This is an optimization exercise on Yosys and OpenROAD, whose aim is small area, not a production implementation. No run shown here included a check of the RTL's function; only the layout flow was run.

==> flow/design.v, too long to show whole: its modules and the start of the top module <==
// module cordic_fa: 6 lines
// module cordic_ha: 6 lines
// module cordic_cct: 6 lines
// module cordic_cci: 6 lines
// module cordic_pipelined: 1588 lines
module cordic_pipelined(clk, z0, xn, yn);
  // ...
==> flow/flow/run.sh <==
#!/bin/bash
# The standard layout (standard.sh: ORFS from synthesis through finish), with two changes:
#  - the input/output port buffers are made from the smallest buffer cell;
#  - synthesis maps the logic with an area-oriented ABC script (flow/abc_area_map.script)
#    in place of ORFS's abc_speed.script. Everything else in synthesis is ORFS's own
#    (run from a copy of ORFS's scripts folder in which only that one file differs).
set -e
rm -rf orfs_scripts
cp -r "$FLOW_HOME/scripts" orfs_scripts
cp flow/abc_area_map.script orfs_scripts/abc_speed.script
export SCRIPTS_DIR="$PWD/orfs_scripts"
export BUFFER_PORTS_ARGS="-buffer_cell sky130_fd_sc_hd__buf_1"
cp standard.sh standard_sh.txt
bash standard.sh > standard.log 2>&1
==> flow/flow/abc_area_map.script <==
strash
dch
map -a
strash
dch
map -a
topo
stime -c
buffer -c
upsize -c
dnsize -c
==> flow/standard.sh <==
#!/bin/bash
# synth_recipe.tcl (not shown) runs the flow's synth.tcl, then flattens the netlist and writes it again
# the make line also repeats each setting of config.mk as NAME=value (left out here)
make -C /OpenROAD-flow-scripts/flow DESIGN_CONFIG=/design/flow/config.mk WORK_HOME=/design/flow/orfs CLKGATE_MAP_FILE= SYNTH_SCRIPT=/design/flow/synth_recipe.tcl "${@:-finish}"
==> flow/config.mk <==
export PLATFORM = sky130hd
export DESIGN_NAME = cordic_pipelined
export DESIGN_NICKNAME = cordic_pipelined
export VERILOG_FILES = /design/flow/design.v
export SDC_FILE = /design/flow/constraint.sdc
export NUM_CORES = 4
export LEC_CHECK = 0
export CAP_MARGIN = 20
export CORE_MARGIN = 2
export CORE_UTILIZATION = 60
export CTS_BUF_LIST = sky130_fd_sc_hd__clkbuf_8
export CTS_CLUSTER_DIAMETER = 100
export CTS_CLUSTER_SIZE = 18
export SLEW_MARGIN = 20
export SYNTH_HIERARCHICAL = 1
==> flow/constraint.sdc <==
create_clock -name core_clock -period 5.0 [get_ports {clk}]
set_input_delay 1.0000 -clock core_clock [delete_from_list [all_inputs] [get_ports {clk}]]
set_output_delay 1.0000 -clock core_clock [all_outputs]
set_load 0.01 [all_outputs]
==> results.json, run 1 <==
{
  "hold_start": "d3_p4",
  "syn_nets": 1561,
  "reg2regPathDepth": 11,
  "diodes": 0,
  "pre_cts_ws_ns": -0.118,
  "clock_area_share_pct": 1.92,
  "first_iter_violations": 859,
  "status": "timing/DRC/antenna clean",
  "multi_input_area_sq_um": 7870,
  "nNonClkBuffers": 151,
  "synth_area_leader_cell": "dfxtp_1",
  "core_sq_um": 22600,
  "synth.avg_cell_area_sq_um": 10.5,
  "worstMarginPinSlew_ns": 0.874,
  "mostFrequentLayoutCell": "dfxtp_1",
  "seq_cell_count": 261,
  "ys_seq_elements": 261,
  "drtAntennaViolNets": 0,
  "antenna_found_initial": 0,
  "critical_path_required_ns": 5.40,
  "r2r_start": "ax6_s12_p8",
  "use_met3_pct": 3.19,
  "fp.dieW_um": 156,
  "r2r_end": "ay8_s12_p9",
  "synth_top_family_by_area": "adder cells",
  "setup_slack_ns": 0.134,
  "sh_seq_area_pct": 34.2,
  "setup-violations-final": 0,
  "cpPeakStageDelay_ns": 0.51,
  "holdPathStages": 0,
  "synth_compound_area_share_pct": 11.2
}
==> inputs of run 2 (changes only) <==
--- a/flow/design.v
+++ b/flow/design.v
@@ -699,89 +699,89 @@
   localparam [63:0] TY16 = 64'h5317533553351735;
   localparam [63:0] TX17 = 64'h0000800000010000;
   localparam [63:0] TY17 = 64'haaaaeaaaaaa8aaaa;
   wire [5:0] ta_c5 = {d5_p5,d4_p5,d3_p5,d2_p5,d1_p5,d0_p5};
   wire [5:0] ta_c6 = {d5_p6,d4_p6,d3_p6,d2_p6,d1_p6,d0_p6};
   assign lx0 = TX0[ta_c5];
   assign lx1 = TX1[ta_c5];
   assign lx2 = TX2[ta_c5];
-  assign lx3 = TX3[ta_c6];
-  assign lx4 = TX4[ta_c6];
+  assign lx3 = TX3[ta_c5];
+  assign lx4 = TX4[ta_c5];
   assign lx5 = TX5[ta_c6];
   assign lx6 = TX6[ta_c5];
   assign lx7 = TX7[ta_c5];
   assign lx8 = TX8[ta_c5];
   assign lx9 = TX9[ta_c5];
-  assign lx10 = TX10[ta_c6];
-  assign lx11 = TX11[ta_c6];
+  assign lx10 = TX10[ta_c5];
+  assign lx11 = TX11[ta_c5];
   assign lx12 = TX12[ta_c6];
   assign lx13 = TX13[ta_c6];
   assign lx14 = TX14[ta_c6];
   assign lx15 = TX15[ta_c6];
   assign lx16 = TX16[ta_c6];
   assign lx17 = TX17[ta_c6];
   assign ly0 = TY0[ta_c5];
   assign ly1 = TY1[ta_c5];
   assign ly2 = TY2[ta_c5];
   assign ly3 = TY3[ta_c5];
-  assign ly4 = TY4[ta_c6];
-  assign ly5 = TY5[ta_c6];
+  assign ly4 = TY4[ta_c5];
+  assign ly5 = TY5[ta_c5];
   assign ly6 = TY6[ta_c5];
   assign ly7 = TY7[ta_c5];
   assign ly8 = TY8[ta_c5];
-  assign ly9 = TY9[ta_c6];
-  assign ly10 = TY10[ta_c6];
+  assign ly9 = TY9[ta_c5];
+  assign ly10 = TY10[ta_c5];
   assign ly11 = TY11[ta_c6];
   assign ly12 = TY12[ta_c6];
   assign ly13 = TY13[ta_c6];
   assign ly14 = TY14[ta_c6];
   assign ly15 = TY15[ta_c6];
   assign ly16 = TY16[ta_c6];
   assign ly17 = TY17[ta_c6];
   assign xt6_0 = lx0 ^ f_p5;
   assign xt6_1 = lx1_p6 ^ f_p6;
   assign xt6_2 = lx2_p6 ^ f_p6;
-  assign xt6_3 = lx3 ^ f_p6;
-  assign xt6_4 = lx4 ^ f_p6;
+  assign xt6_3 = lx3_p6 ^ f_p6;
+  assign xt6_4 = lx4_p6 ^ f_p6;
   assign xt6_5 = lx5 ^ f_p6;
   assign xt6_6 = lx6 ^ f_p5;
   assign xt6_7 = lx7_p6 ^ f_p6;
   assign xt6_8 = lx8_p6 ^ f_p6;
   assign xt6_9 = lx9_p6 ^ f_p6;
-  assign xt6_10 = lx10 ^ f_p6;
-  assign xt6_11 = lx11 ^ f_p6;
+  assign xt6_10 = lx10_p6 ^ f_p6;
+  assign xt6_11 = lx11_p6 ^ f_p6;
   assign xt6_12 = lx12 ^ f_p6;
   assign xt6_13 = lx13 ^ f_p6;
   assign xt6_14 = lx14 ^ f_p6;
   assign xt6_15 = lx15 ^ f_p6;
   assign xt6_16 = lx16 ^ f_p6;
   assign xt6_17 = lx17_p7 ^ f_p7;
   assign q6_1 = ~(f_p5 ^ d6_p5);
   assign yt6_0 = ly0 ^ q6_1;
   assign q6_2 = ~(f_p5 ^ d6_p5);
   assign yt6_1 = ly1_p6 ^ q6_2_p6;
   assign q6_3 = ~(f_p6 ^ d6_p6);
   assign yt6_2 = ly2_p6 ^ q6_3;
   assign q6_4 = ~(f_p6 ^ d6_p6);
   assign yt6_3 = ly3_p6 ^ q6_4;
   assign q6_5 = ~(f_p6 ^ d6_p6);
-  assign yt6_4 = ly4 ^ q6_5;
+  assign yt6_4 = ly4_p6 ^ q6_5;
   assign q6_6 = ~(f_p6 ^ d6_p6);
-  assign yt6_5 = ly5 ^ q6_6;
+  assign yt6_5 = ly5_p6 ^ q6_6;
   assign q6_7 = ~(f_p5 ^ d6_p5);
   assign yt6_6 = ly6 ^ q6_7;
   assign q6_8 = ~(f_p6 ^ d6_p6);
   assign yt6_7 = ly7_p6 ^ q6_8;
   assign q6_9 = ~(f_p6 ^ d6_p6);
   assign yt6_8 = ly8_p6 ^ q6_9;
   assign q6_10 = ~(f_p6 ^ d6_p6);
-  assign yt6_9 = ly9 ^ q6_10;
+  assign yt6_9 = ly9_p6 ^ q6_10;
   assign q6_11 = ~(f_p6 ^ d6_p6);
-  assign yt6_10 = ly10 ^ q6_11;
+  assign yt6_10 = ly10_p6 ^ q6_11;
   assign q6_12 = ~(f_p6 ^ d6_p6);
   assign yt6_11 = ly11 ^ q6_12;
   assign q6_13 = ~(f_p6 ^ d6_p6);
   assign yt6_12 = ly12 ^ q6_13;
   assign q6_14 = ~(f_p6 ^ d6_p6);
   assign yt6_13 = ly13 ^ q6_14;
   assign q6_15 = ~(f_p6 ^ d6_p6);
   assign yt6_14 = ly14 ^ q6_15;
@@ -1200,25 +1200,33 @@
   reg f_p4;
   reg f_p5;
   reg f_p6;
   reg f_p7;
   reg f_p8;
   reg f_p9;
   reg lx1_p6;
   reg lx2_p6;
+  reg lx3_p6;
+  reg lx4_p6;
   reg lx7_p6;
   reg lx8_p6;
   reg lx9_p6;
+  reg lx10_p6;
+  reg lx11_p6;
   reg lx17_p7;
   reg ly1_p6;
   reg ly2_p6;
   reg ly3_p6;
+  reg ly4_p6;
+  reg ly5_p6;
   reg ly7_p6;
   reg ly8_p6;
+  reg ly9_p6;
+  reg ly10_p6;
   reg ly17_p7;
   reg xt6_0_p6;
   reg xt6_6_p6;
   reg xt6_10_p7;
   reg xt6_11_p7;
   reg xt6_12_p7;
   reg xt6_13_p7;
   reg xt6_14_p7;
@@ -1423,25 +1431,33 @@
     f_p4 <= f;
     f_p5 <= f_p4;
     f_p6 <= f_p5;
     f_p7 <= f_p6;
     f_p8 <= f_p7;
     f_p9 <= f_p8;
     lx1_p6 <= lx1;
     lx2_p6 <= lx2;
+    lx3_p6 <= lx3;
+    lx4_p6 <= lx4;
     lx7_p6 <= lx7;
     lx8_p6 <= lx8;
     lx9_p6 <= lx9;
+    lx10_p6 <= lx10;
+    lx11_p6 <= lx11;
     lx17_p7 <= lx17;
     ly1_p6 <= ly1;
     ly2_p6 <= ly2;
     ly3_p6 <= ly3;
+    ly4_p6 <= ly4;
+    ly5_p6 <= ly5;
     ly7_p6 <= ly7;
     ly8_p6 <= ly8;
+    ly9_p6 <= ly9;
+    ly10_p6 <= ly10;
     ly17_p7 <= ly17;
     xt6_0_p6 <= xt6_0;
     xt6_6_p6 <= xt6_6;
     xt6_10_p7 <= xt6_10;
     xt6_11_p7 <= xt6_11;
     xt6_12_p7 <= xt6_12;
     xt6_13_p7 <= xt6_13;
     xt6_14_p7 <= xt6_14;
==> results.json, run 2 <==
{
  "mostFrequentLayoutCell": "dfxtp_1",
  "grt_pass1_wl_mm": 48.8,
  "utilization_pct": 65.7,
  "mappedNetlistArea_sq_um": 14000,
  "drv_cap": 0,
  "slew_viol_final": 0,
  "worstMarginPinSlew_ns": 0.883,
  "fin_skew_ns": 0.0441,
  "reg2regPathDepth": 12,
  "status": "timing/DRC/antenna clean",
  "fin_crit_sh_pct": 96.9,
  "row_count": 55,
  "critPathArrivalTime_ns": 3.85,
  "critical_path_required_ns": 4.00,
  "worst-path-max-fanout": 2,
  "die-area_sq_um": 24600,
  "die_height_um": 157,
  "holdBufCountCts": 0,
  "synth.avg_cell_area_sq_um": 10.4,
  "clkSinkCount": 269,
  "numCtsBuffers": 18,
  "finalNetCount": 1650,
  "grt_setup_unrepaired": "yes",
  "h-tree-depth": 1,
  "setup-violations-final": 0,
  "postSynth.asyncResetShare_pct": 0,
  "place.gp.congestion": 1.01,
  "hold_slack_ns": 0.332,
  "numPortBuffers": 49,
  "core_sq_um": 22800,
  "vias": 9488,
  "worst_skew_pair.late_latency_ns": 0.55,
  "ys_seq_elements": 269,
  "yosysMostFrequentCell": "dfxtp_1",
  "drt-wirelength-per-cell_um": 18.0,
  "diodes": 0,
  "synth_area_leader_cell": "dfxtp_1",
  "top_register": "z1_r1",
  "cts_tree": "yes",
  "synth_top_area_share_pct": 38.4,
  "hpwlAfterDp_mm": 24.7,
  "drive_gt1_share_pct": 6.87,
  "ctsLongestPathBuffers": 3,
  "wl_mm": 31.0,
  "globalRouteOverflowTotal": 0,
  "syn_nets": 1592,
  "yosysWarnings": 7,
  "fp.dieW_um": 157,
  "boundaryPins": 50,
  "synthCells": 1353,
  "holdPathStages": 0,
  "start_util_pct": 61.6,
  "ys.flop_type": "dfxtp_1",
  "grt_pass1_vias": 9456,
  "critPathKind": "register to output port",
  "busiest_layer": "met2",
  "yosysSeqAreaShare_pct": 38.4,
  "ys_top_cells_by_count": "269 x dfxtp_1, 147 x fa_1, 141 x inv_1",
  "reg_top3": "z1_r1 (11), z3_r2 (9)",
  "first_iter_violations": 789,
  "largest_reg_flops": 11,
  "worst_setup_path_end_kind": "output port",
  "hold_viol": 0,
  "post_cts.repair.setup_buffers": 0,
  "use_met2_pct": 47.1,
  "min_period_ns": 4.85,
  "cp-start-kind": "register",
  "hp-class": "register to register",
  "post-route-drc-count": 0,
  "cts_root_buf": "clkbuf_8",
  "synthTopCellsByArea": "dfxtp_1 38%, fa_1 21%, ha_1 7.0%",
  "viasPerCell": 5.50,
  "path_clk_slew_ns": 0.10,
  "grt_max_degree": 42,
  "antenna_found_initial": 0,
  "layout_common_cells": "262 x dfxtp_1, 144 x fa_1, 141 x inv_1, 119 x nor2_1, 105 x xor2_1",
  "use_met3_pct": 3.91,
  "firstDrtPassIters": 6,
  "synth_edf_count": 0,
  "ys_types": 52,
  "area_growth_pct": 6.55,
  "max_freq_mhz": 206,
  "grt_util_all_layers_pct": 25.7,
  "grtUsageMet1_pct": 29.5,
  "slew_headroom_pct": 40.9,
  "drtAntennaViolNets": 0
}
-- run 2: changes by cell type after synthesis, moves of 5 or more --
| cell | delta |
|---|---|
| a21oi_1 | +6 |
| nor3_1 | -5 |
| nor2_4 | -5 |
| o21ai_1 | +6 |
| xnor2_1 | +5 |
| dfxtp_1 | +8 |
| nand2_1 | +10 |
| buf_2 | +8 |
| xor2_1 | -5 |
| a32oi_1 | -6 |
| o21ai_0 | +12 |
| nor2_1 | +14 |
-- run 2: path summary, 6_finish.rpt --
kind,to,start,slack [ns]
worst max-delay path,yn[17],d9_p10,0.15
worst min-delay path,d1_p4,d_r3[1],0.33
worst max register to register,ay9_s1_p9,d8_p8,0.17
worst min register to register,d1_p4,d_r3[1],0.33
-- run 2: layout make-up --
type	instances	area, sq um
clock inverter	2	12.5
multi-input combinational	882	7860
inverter	151	567
sequential	269	5390
timing repair buffer	89	485
fill	1785	7820
clock buffer	18	248
tap	313	392
-- run 2: cell families (layout without fill, tap and decap cells) --
logic type      Yosys count  after routing  synth area share, %
fa+ha+maj               225            225                 27.9
buf+inv                 202            260                 6.00
compound gates          265            265                 11.5
simple gates            252            252                 7.45
flops                   269            269                 38.4
xor+xnor                140            140                 8.73
-- run 2: metrics by stage --
step | setup TNS, ns | setup WS, ns | area, sq um | cells
global placement | 0 | 0.139 | 14700 | 1704
detailed placement | 0 | 0.0474 | 14700 | 1704
global route | -0.0652 | -0.0652 | 15000 | 1724
CTS | 0 | 0.0124 | 14900 | 1724
finish | 0 | 0.154 | 15000 | 1724
floorplan | 0 | 0.00575 | 14100 | 1353
-- run 2: what timing repair did --
item	4_1_cts	5_1_grt
pin swaps	0	1
endpoints found under the setup margin	1	10
gates resized for setup	1	15
-- run 2: layer usage --
| metal | share of wire (%) | vias to the layer above |
|---|---|---|
| met5 | 0 | - |
| met4 | 5.4 | 0 |
| met3 | 6.2 | 111 |
| met2 | 51 | 413 |
| met1 | 38 | 4458 |
| li1 | - | 4506 |
-- run 2: worst max-delay path, cell delays in order, from the launching register on --
cell and delay [ns]:
dfxtp_1 0.39, xnor2_1 0.16, ha_1 0.23, ha_1 0.18, ha_1 0.19, ha_1 0.18, ha_1 0.18, ha_1 0.18
ha_1 0.18, ha_1 0.18, ha_1 0.21, ha_1 0.18, ha_1 0.18, ha_1 0.19, xnor2_1 0.18, xor2_1 0.16
buf_2 0.15
-- run 2: per-module statistics from Yosys, one instance, submodules excluded --
module | cells inside | copies in the design | area (sq um) | flops+latches
cordic_fa | 1 | 144 | 20.0 | 0
cordic_pipelined | 1209 | 1 | 11200 | 269

separate check: timing with driven ports:
No port has a modelled driver above. Below, the same layouts with a new extraction and two added sets of constraints.
Step 1 (the two cells are an assumption about what drives the block):
set clk [get_ports {clk}]
set_driving_cell -lib_cell sky130_fd_sc_hd__clkbuf_16 $clk
set_driving_cell -lib_cell sky130_fd_sc_hd__buf_2 [delete_from_list [all_inputs] $clk]
Step 2 times the ports against the registers' clock, not the clock port: input delays grow and output delays shrink by t, the midpoint of the rising clock arrivals with the driver on.
Slacks: ideal ports / drivers / drivers and shift; pairs: ideal ports / drivers.
run	t, ns	setup slack, ns	hold slack, ns	clock arrival spread, ns	cell pins on the clock port's net
run 1	0.565	0.134 / 0.124 / 0.134	0.330 / 0.330 / 0.330	0.021 / 0.021	1
run 2	0.577	0.154 / 0.109 / 0.169	0.332 / 0.332 / 0.332	0.047 / 0.047	1
After both steps every run listed still meets setup and hold.
